This design comes from an exercise in tuning for small area and few clock cycles on the open sky130 flow, not from production work. Function was checked by simulation only, so behaviour that the tests miss may differ from the original. Power figures rest on the tool's default switching activity, not on a simulated workload.

==> flow/design.v <==
module BUFFER(input [DATA_WIDTH-1:0] data_in,
					input clk,
					input ce,
					input rst,
					output [DATA_WIDTH-1:0] data_out
);
parameter DATA_DEPTH = 4;
parameter DATA_WIDTH = 32;
reg [DATA_DEPTH-1:0] shift_reg [DATA_WIDTH-1:0];
genvar i;
generate
	for (i=0; i < DATA_WIDTH; i=i+1) begin: buffer
		always @(posedge clk) begin
			if (rst==1'b1) begin
				shift_reg[i] <= 0;
			end else begin
				if (ce) begin
					if (DATA_DEPTH<2) begin
						shift_reg[i] <= data_in[i];
					end else begin
						shift_reg[i] <= {shift_reg[i][DATA_DEPTH-2:0], data_in[i]};
					end
				end
			end
		end
		assign data_out[i] = shift_reg[i][DATA_DEPTH-1:DATA_DEPTH-1];
	end
endgenerate
endmodule
`timescale 1ns / 1ps
module F(
    input empty,
    input [15:0] iu,
    input [15:0] iv,
    input [15:0] offset,
    input [PRECISION-1:0] indatar,
    input [PRECISION-1:0] indatai,
    output read,
    output valid,
    output [15:0] gind,
    output [15:0] cind,
    output [PRECISION-1:0] outdatar,
    output [PRECISION-1:0] outdatai,
    input clk,
    input rst
    );
	parameter PRECISION = 32;
	parameter GSIZE = 32;
	parameter SUPPORT = 7;
	parameter SSIZE = 2*SUPPORT+1;
	reg [3:0] k;	 
	wire last = (k == SSIZE - 1);
	always @(posedge clk)
		if (rst)
			k <= 0;
		else if (!empty)
			k <= last ? 4'd0 : k + 4'd1;
	function [16:0] radd(input [15:0] a, input [15:0] b, input ci);
		integer i;
		reg c;
		begin
			c = ci;
			for (i = 0; i < 16; i = i + 1) begin
				radd[i] = a[i] ^ b[i] ^ c;
				c = (a[i] & b[i]) | (c & (a[i] ^ b[i]));
			end
			radd[16] = c;
		end
	endfunction
	function [31:0] csa(input [15:0] a, input [15:0] b, input [15:0] c);
		csa = {(a & b) | (a & c) | (b & c), a ^ b ^ c};
	endfunction
	function [16:0] padd(input [15:0] a, input [15:0] b, input ci);
		reg [15:0] g, p, gg, pp;
		integer i, j, l;
		begin
			g = a & b;
			p = a ^ b;
			gg = g;
			pp = p;
			gg[0] = g[0] | (p[0] & ci);
			for (l = 0; l < 4; l = l + 1)
				for (i = 0; i < 16; i = i + 1)
					if ((i >> l) & 1) begin
						j = ((i >> (l + 1)) << (l + 1)) + (1 << l) - 1;
						gg[i] = gg[i] | (pp[i] & gg[j]);
						pp[i] = pp[i] & pp[j];
					end
			padd = {gg[15], p ^ {gg[14:0], ci}};
		end
	endfunction
	wire [3:0] n0 = offset[3:0], n1 = offset[7:4], n2 = offset[11:8], n3 = offset[15:12];
	wire [31:0] t = csa(n1, n2, n3);			 
	wire [31:0] sc = csa(t[3:0], {t[19:16], 1'b0}, n0);
	wire [16:0] s = padd(sc[4:0], {sc[20:16], 1'b0}, 1'b0);	 
	reg [2:0] c;
	always @(*)
		case (s[5:0])
			0, 1, 2, 3, 4, 5, 6, 7, 8, 9, 10, 11, 12, 13, 14: c = 3'd0;
			15, 16, 17, 18, 19, 20, 21, 22, 23, 24, 25, 26, 27, 28, 29: c = 3'd1;
			30, 31, 32, 33, 34, 35, 36, 37, 38, 39, 40, 41, 42, 43, 44: c = 3'd2;
			45, 46, 47, 48, 49, 50, 51, 52, 53, 54, 55, 56, 57, 58, 59: c = 3'd3;
			default: c = 3'd4;
		endcase
	wire [31:0] dc = csa(t[3:0], {t[19:16], 1'b0}, k);
	wire [16:0] d = padd(dc[4:0], {dc[20:16], 1'b0}, 1'b0);	 
	wire [16:0] u = radd({n3, n3}, n2, 1'b0);		 
	wire [16:0] bh = padd(u[8:0], d[5:4], 1'b0);
	wire [16:0] q = padd({bh[8:0], d[3:0]}, c, 1'b0);
	assign cind = {3'd0, q[12:0]};
	assign valid = !empty;
	assign read = !empty && last;
	wire [16:0] gl = radd(iu[4:0], 5'd25, 1'b0);
	wire [31:0] g1 = csa(iv[10:0], iu[15:5], 11'h7ff);
	wire [31:0] g2 = csa(g1[10:0], {g1[25:16], 1'b0}, k);
	wire [16:0] gh = radd(g2[10:0], {g2[25:16], 1'b0}, gl[5]);
	assign gind = {gh[10:0], gl[4:0]};
	assign outdatar = indatar;
	assign outdatai = indatai;
endmodule
==> flow/config.mk <==
export PLATFORM = sky130hd
export DESIGN_NAME = F
export DESIGN_NICKNAME = F
export VERILOG_FILES = /design/flow/design.v
export SDC_FILE = /design/flow/constraint.sdc
export NUM_CORES = 4
export LEC_CHECK = 0
export CAP_MARGIN = 20
export CORE_MARGIN = 2
export CORE_UTILIZATION = 55
export CTS_BUF_LIST = sky130_fd_sc_hd__clkbuf_2
export CTS_CLUSTER_DIAMETER = 200
export CTS_CLUSTER_SIZE = 20
export PLACE_DENSITY = 0.75
export SLEW_MARGIN = 20
==> flow/constraint.sdc <==
create_clock -name core_clock -period 8.0 [get_ports {clk}]
set_input_delay 1.6000 -clock core_clock [delete_from_list [all_inputs] [get_ports {clk}]]
set_output_delay 1.6000 -clock core_clock [all_outputs]
set_load 0.01 [all_outputs]
standard.sh (not shown) runs the stock make flow with config.mk's settings and CLKGATE_MAP_FILE= SYNTH_SCRIPT=/design/flow/synth_recipe.tcl, a recipe that flattens the netlist after the stock synthesis.
==> flow/flow/run.sh <==
#!/bin/bash
# Standard layout with two changes to synthesis: adders stay plain gates
# (no full/half-adder cells) and ABC maps with flow/abc.script.
# Each tool's output goes to a log file in the work folder.
set -e
W=$(pwd)
{ head -n 1 synth_recipe.tcl; cat flow/abc_proc.tcl; tail -n +2 synth_recipe.tcl; } > own_synth.tcl
export MY_ABC_SCRIPT=$W/flow/abc.script MY_ABC_D=4500
bash standard.sh ADDER_MAP_FILE= SYNTH_SCRIPT=$W/own_synth.tcl BUFFER_PORTS_ARGS="-buffer_cell sky130_fd_sc_hd__buf_1" finish > standard.log 2>&1
==> flow/flow/abc.script <==
strash; dch; amap; topo; stime -c
==> flow/flow/abc_proc.tcl <==
# Own ABC script for technology mapping: synth.tcl calls abc with its
# -script and -D; this replaces the script with $MY_ABC_SCRIPT, in which
# {D} stands for the delay target $MY_ABC_D (ps).
proc abc {args} {
  set f [open $::env(MY_ABC_SCRIPT) r]
  set s [string map [list "{D}" $::env(MY_ABC_D)] [read $f]]
  close $f
  set script $::env(OBJECTS_DIR)/own_abc.script
  set f [open $script w]
  puts $f $s
  close $f
  set out {}
  for {set i 0} {$i < [llength $args]} {incr i} {
    set a [lindex $args $i]
    if {$a eq "-script"} { incr i; lappend out -script $script; continue }
    if {$a eq "-D"} { incr i; continue }
    lappend out $a
  }
  yosys abc {*}$out
}
The starting point finished clean.
Testbench counts at the start, summed over its fixed seeds: cycles 21,630.
==> next run, changes <==
--- a/flow/config.mk
+++ b/flow/config.mk
@@ -14 +14 @@
-export PLACE_DENSITY = 0.75
+export PLACE_DENSITY = 0.5
What happened: Wire length rose by a few percent; sequential cell count is unchanged; power rose slightly; cell count stays the same; worst hold slack improves by 0.0051 ns; synthesized cell count is unchanged; die area is unchanged; utilization is about the same; fmax rose slightly.
==> next run, changes <==
--- a/flow/config.mk
+++ b/flow/config.mk
@@ -8 +8 @@
-export CAP_MARGIN = 20
+export CAP_MARGIN = 0
@@ -14,2 +14 @@
-export PLACE_DENSITY = 0.5
-export SLEW_MARGIN = 20
+export SLEW_MARGIN = 0
After rerunning: The changed run completed without violations. Worst setup slack is worse by 0.062 ns. Wire length fell by a few percent. Cell count stays the same. Worst hold slack is worse by 0.0051 ns. Via count rose slightly. Design area hardly moves. Clock-buffer cell count is unchanged.

* * *

F, a different RTL version from the one above (not shown whole).
For scale: roughly 4 flip-flops, about 210 I/O pins, ~2000 sq um of cells after synthesis.
Settings: LEC_CHECK=0, CAP_MARGIN=20, CORE_MARGIN=2, CORE_UTILIZATION=55, CTS_BUF_LIST=sky130_fd_sc_hd__clkbuf_2, PLACE_DENSITY=0.9, SLEW_MARGIN=20; clock period 8.0 ns.
==> flow/flow/abc.script <==
strash; dch; amap; topo; stime -c; upsize -c -D {D}; dnsize -c -D {D}
Scripts as last shown in full above: flow/flow/run.sh, flow/flow/abc_proc.tcl
The starting point ran to the end with violations: setup timing.
Testbench counts at the start, summed over its fixed seeds: cycles 21,630.
Then changed:
- PLACE_DENSITY: 0.9 -> unset
What happened:
- With this change the flow ran to the end with no violations
- combinational power falls by a little under a tenth
- via count decreases by roughly a tenth
- clock power goes down by a few percent
- utilization went down by 1.3 points
- cell count does not change
Then changed:
==> flow/flow/run.sh (replaced) <==
#!/bin/bash
# Standard layout with two changes to synthesis: adders stay plain gates
# (no full/half-adder cells) and ABC maps with flow/abc.script.
# Each tool's output goes to a log file in the work folder.
set -e
W=$(pwd)
cat flow/abc_proc.tcl synth_recipe.tcl > own_synth.tcl
export MY_ABC_SCRIPT=$W/flow/abc.script MY_ABC_D=4000
bash standard.sh ADDER_MAP_FILE= SYNTH_SCRIPT=$W/own_synth.tcl BUFFER_PORTS_ARGS="-buffer_cell sky130_fd_sc_hd__buf_1" finish > standard.log 2>&1
==> flow/flow/abc.script (replaced) <==
strash; dch; amap; topo; stime -c; buffer -c; upsize -c; dnsize -c
==> flow/flow/abc_proc.tcl (replaced) <==
# Own ABC script for technology mapping: synth.tcl calls abc with its
# -script and -D; this replaces the script with flow/abc.script and the
# delay target with ABC_D_PS (in ps).
proc abc {args} {
  set out {}
  for {set i 0} {$i < [llength $args]} {incr i} {
    set a [lindex $args $i]
    if {$a eq "-script"} { incr i; lappend out -script $::env(MY_ABC_SCRIPT); continue }
    if {$a eq "-D"} { incr i; continue }
    lappend out $a
  }
  yosys abc -D $::env(MY_ABC_D) {*}$out
}
- CORE_UTILIZATION: 55 -> 40
- CTS_BUF_LIST: sky130_fd_sc_hd__clkbuf_2 -> unset
After rerunning:
- The new run completed with no timing, DRC or antenna violations
- clock power increases by 140%
- setup slack is worse by 15 ps
- synthesized area increases by 4.6%
- sequential share of layout area decreases by 0.14 points
- power increases by 6.1%
- utilization decreases by 19 points
- register-to-register slack is better by 230 ps
Then changed:
--- a/flow/flow/run.sh
+++ b/flow/flow/run.sh
@@ -5,5 +5,5 @@
 set -e
 W=$(pwd)
-cat flow/abc_proc.tcl synth_recipe.tcl > own_synth.tcl
-export MY_ABC_SCRIPT=$W/flow/abc.script MY_ABC_D=4000
+{ head -n 1 synth_recipe.tcl; cat flow/abc_proc.tcl; tail -n +2 synth_recipe.tcl; } > own_synth.tcl
+export MY_ABC_SCRIPT=$W/flow/abc.script MY_ABC_D=4300
 bash standard.sh ADDER_MAP_FILE= SYNTH_SCRIPT=$W/own_synth.tcl BUFFER_PORTS_ARGS="-buffer_cell sky130_fd_sc_hd__buf_1" finish > standard.log 2>&1
==> flow/flow/abc.script (replaced) <==
strash; dch; amap; topo; stime -c; upsize -c -D {D}; dnsize -c -D {D}
==> flow/flow/abc_proc.tcl (replaced) <==
# Own ABC script for technology mapping: synth.tcl calls abc with its
# -script and -D; this replaces the script with $MY_ABC_SCRIPT, in which
# {D} stands for the delay target $MY_ABC_D (ps).
proc abc {args} {
  set f [open $::env(MY_ABC_SCRIPT) r]
  set s [string map [list "{D}" $::env(MY_ABC_D)] [read $f]]
  close $f
  set script $::env(OBJECTS_DIR)/own_abc.script
  set f [open $script w]
  puts $f $s
  close $f
  set out {}
  for {set i 0} {$i < [llength $args]} {incr i} {
    set a [lindex $args $i]
    if {$a eq "-script"} { incr i; lappend out -script $script; continue }
    if {$a eq "-D"} { incr i; continue }
    lappend out $a
  }
  yosys abc {*}$out
}
- CORE_UTILIZATION: 40 -> 55
- CTS_BUF_LIST: unset -> sky130_fd_sc_hd__clkbuf_2
Worst hold slack improves by 12 ps.
Routed wire length rose by 24%.
Core utilization rose by 17 points.
Area after synthesis fell by 3.1%.
Power fell by 4.1%.
Non-clock buffer count stays the same.
Via count rose by 2.7%.
Worst setup slack degrades by 130 ps.
Then changed:
==> flow/flow/run.sh (replaced) <==
#!/bin/bash
# Standard layout with two changes to synthesis: adders stay plain gates
# (no full/half-adder cells) and ABC maps with flow/abc.script.
# Each tool's output goes to a log file in the work folder.
set -e
W=$(pwd)
cat flow/abc_proc.tcl synth_recipe.tcl > own_synth.tcl
export MY_ABC_SCRIPT=$W/flow/abc.script MY_ABC_D=4000
bash standard.sh ADDER_MAP_FILE= SYNTH_SCRIPT=$W/own_synth.tcl BUFFER_PORTS_ARGS="-buffer_cell sky130_fd_sc_hd__buf_1" finish > standard.log 2>&1
==> flow/flow/abc.script (replaced) <==
strash; dch; amap; topo; stime -c; buffer -c; upsize -c; dnsize -c
==> flow/flow/abc_proc.tcl (replaced) <==
# Own ABC script for technology mapping: synth.tcl calls abc with its
# -script and -D; this replaces the script with flow/abc.script and the
# delay target with ABC_D_PS (in ps).
proc abc {args} {
  set out {}
  for {set i 0} {$i < [llength $args]} {incr i} {
    set a [lindex $args $i]
    if {$a eq "-script"} { incr i; lappend out -script $::env(MY_ABC_SCRIPT); continue }
    if {$a eq "-D"} { incr i; continue }
    lappend out $a
  }
  yosys abc -D $::env(MY_ABC_D) {*}$out
}
- CORE_UTILIZATION: 55 -> 70
- CTS_BUF_LIST: sky130_fd_sc_hd__clkbuf_2 -> sky130_fd_sc_hd__clkbuf_1
Effect: With this change the flow ended with an error in I/O pin placement (PPL-0024); area after synthesis grows by 3.2%; synthesized cell count stays flat.

* * *

== job 101 ==
F, a different RTL version from the one above (not shown whole).
Size: ~410 cells after synthesis, ~4 flip-flops, ~210 I/O pins.
export LEC_CHECK = 0
export CAP_MARGIN = 20
export CORE_MARGIN = 2
export CORE_UTILIZATION = 60
export CTS_BUF_LIST = sky130_fd_sc_hd__clkbuf_1
export SLEW_MARGIN = 20
create_clock -name core_clock -period 8.0 [get_ports {clk}]
==> flow/flow/run.sh <==
#!/bin/bash
# Standard layout with two changes to synthesis: adders stay plain gates
# (no full/half-adder cells) and ABC maps with flow/abc.script.
# Each tool's output goes to a log file in the work folder.
set -e
W=$(pwd)
{ head -n 1 synth_recipe.tcl; cat flow/abc_proc.tcl; tail -n +2 synth_recipe.tcl; } > own_synth.tcl
export MY_ABC_SCRIPT=$W/flow/abc.script MY_ABC_D=4500
bash standard.sh ADDER_MAP_FILE= SYNTH_SCRIPT=$W/own_synth.tcl BUFFER_PORTS_ARGS="-buffer_cell sky130_fd_sc_hd__buf_1" finish > standard.log 2>&1
==> flow/flow/abc.script <==
strash; dch; amap; topo; stime -c
==> flow/flow/abc_proc.tcl <==
# Own ABC script for technology mapping: synth.tcl calls abc with its
# -script and -D; this replaces the script with $MY_ABC_SCRIPT, in which
# {D} stands for the delay target $MY_ABC_D (ps).
proc abc {args} {
  set f [open $::env(MY_ABC_SCRIPT) r]
  set s [string map [list "{D}" $::env(MY_ABC_D)] [read $f]]
  close $f
  set script $::env(OBJECTS_DIR)/own_abc.script
  set f [open $script w]
  puts $f $s
  close $f
  set out {}
  for {set i 0} {$i < [llength $args]} {incr i} {
    set a [lindex $args $i]
    if {$a eq "-script"} { incr i; lappend out -script $script; continue }
    if {$a eq "-D"} { incr i; continue }
    lappend out $a
  }
  yosys abc {*}$out
}
Job 101 | status: complete | timing, DRC, antenna: pass
Testbench counts of job 101, summed over its fixed seeds: cycles 21,630.
--- input diff job 101..job 102 ---
- CTS_BUF_LIST: sky130_fd_sc_hd__clkbuf_1 -> sky130_fd_sc_hd__clkbuf_2
- CORE_UTILIZATION: 60 -> 55
==> flow/flow/abc.script <==
strash; dc2; dc2; dch -f; amap; topo; stime -c
Results
Looking at area added between synthesis and finish, job 102 sits 6.6 points above job 101.
Job 102 ended up with offset[14] as its first element of the critical path; job 101 ended up with offset[13].
Routability congestion estimate, job 102 and job 101: larger value in job 101
Diff job 102 and job 101: number of ordinary and repair buffers in the finished layout higher in job 102
Compared to job 101, the routing of job 102 uses less wire.
Compared job 101 against job 102; flip-flop and latch count within noise.
Compared with job 101, job 102 shows number of instances in the synthesized netlist that has gone down by a few percent.
[job 102] highest attainable clock frequency fell about 1.5% relative to job 101
Looking at global-route usage, job 102 sits 8.9 points below job 101.
Going from job 101 to job 102, final area grew by a few percent.
Looking at number of vias in the routed layout, job 102 sits below job 101.
Final-layout fill cell count in job 102 is about 7% above job 101.
The following lists how job 103 was set up differently from job 102:
- a change of CTS_BUF_LIST from sky130_fd_sc_hd__clkbuf_2 to sky130_fd_sc_hd__clkbuf_1
- an added CTS_CLUSTER_SIZE of 20
- an added CTS_CLUSTER_DIAMETER of 200
==> flow/flow/abc.script <==
strash; &get -n; &deepsyn -I 4 -J 50; &put; dch; amap; topo; stime -c
Results
- The final layouts of job 102 and job 103 pass the timing, design-rule and antenna checks.
- Per the comparison of job 103 with job 102, share of power burned in the clock network now sits lower, critical path depth now sits lower, maximum single-stage delay on the critical path now sits higher, placement-stage cell area now sits at about the same level, fraction of the cycle the final worst path needs now sits higher.
- NOTE power job 102->job 103 increased by a few percent
- On number of combinational gates with multiple inputs, the higher figure sits with job 102, not job 103.
- In job 103, the via count came out about 1.4% above the value in job 102.

## afterwards: timing with drivers on the ports
The results above use ideal ports. As a check the final layouts listed here were re-extracted and re-timed, cells and wires unchanged. Step 1, drivers: a clkbuf_16 drives clk and a buf_2 each remaining input, both assumed. Step 2, shift: input delay + t, output delay - t, t = (earliest + latest rising clock arrival at the registers) / 2. This alone moves slack from input paths to output paths. Slacks: ideal ports / drivers / drivers and shift; pairs: ideal ports / drivers.
| run | shift t [ns] | slack for setup (ns) | hold slack, ns | slew at the worst register clock pin (ns) |
|---|---|---|---|---|
| the first run of note 1 | 0.220 | 0.648 / 0.625 / 0.625 | 0.579 / 0.579 / 0.579 | 0.05 / 0.05 |
| the second run of note 1 | 0.229 | 0.702 / 0.673 / 0.673 | 0.584 / 0.584 / 0.584 | 0.05 / 0.05 |
| the third run of note 1 | 0.247 | 0.640 / 0.612 / 0.612 | 0.579 / 0.579 / 0.579 | 0.05 / 0.05 |
| the first run of note 2 | 0.234 | -0.113 / -0.164 / -0.164 | 0.581 / 0.581 / 0.581 | 0.05 / 0.05 |
| the second run of note 2 | 0.225 | 0.274 / 0.251 / 0.251 | 0.578 / 0.578 / 0.578 | 0.04 / 0.04 |
| the third run of note 2 | 0.239 | 0.259 / 0.238 / 0.238 | 0.551 / 0.551 / 0.551 | 0.03 / 0.03 |
| the fourth run of note 2 | 0.226 | 0.126 / 0.100 / 0.100 | 0.563 / 0.563 / 0.563 | 0.05 / 0.05 |
| job 101 | 0.260 | 0.641 / 0.615 / 0.615 | 0.589 / 0.589 / 0.589 | 0.09 / 0.09 |
| job 102 | 0.233 | 0.529 / 0.505 / 0.505 | 0.534 / 0.534 / 0.534 | 0.05 / 0.05 |
| job 103 | 0.244 | 0.436 / 0.412 / 0.412 | 0.548 / 0.548 / 0.548 | 0.08 / 0.08 |
The setup slack of the first run of note 2, which loses most, moves by -0.051 ns with the drivers and by -0.051 ns with both steps.
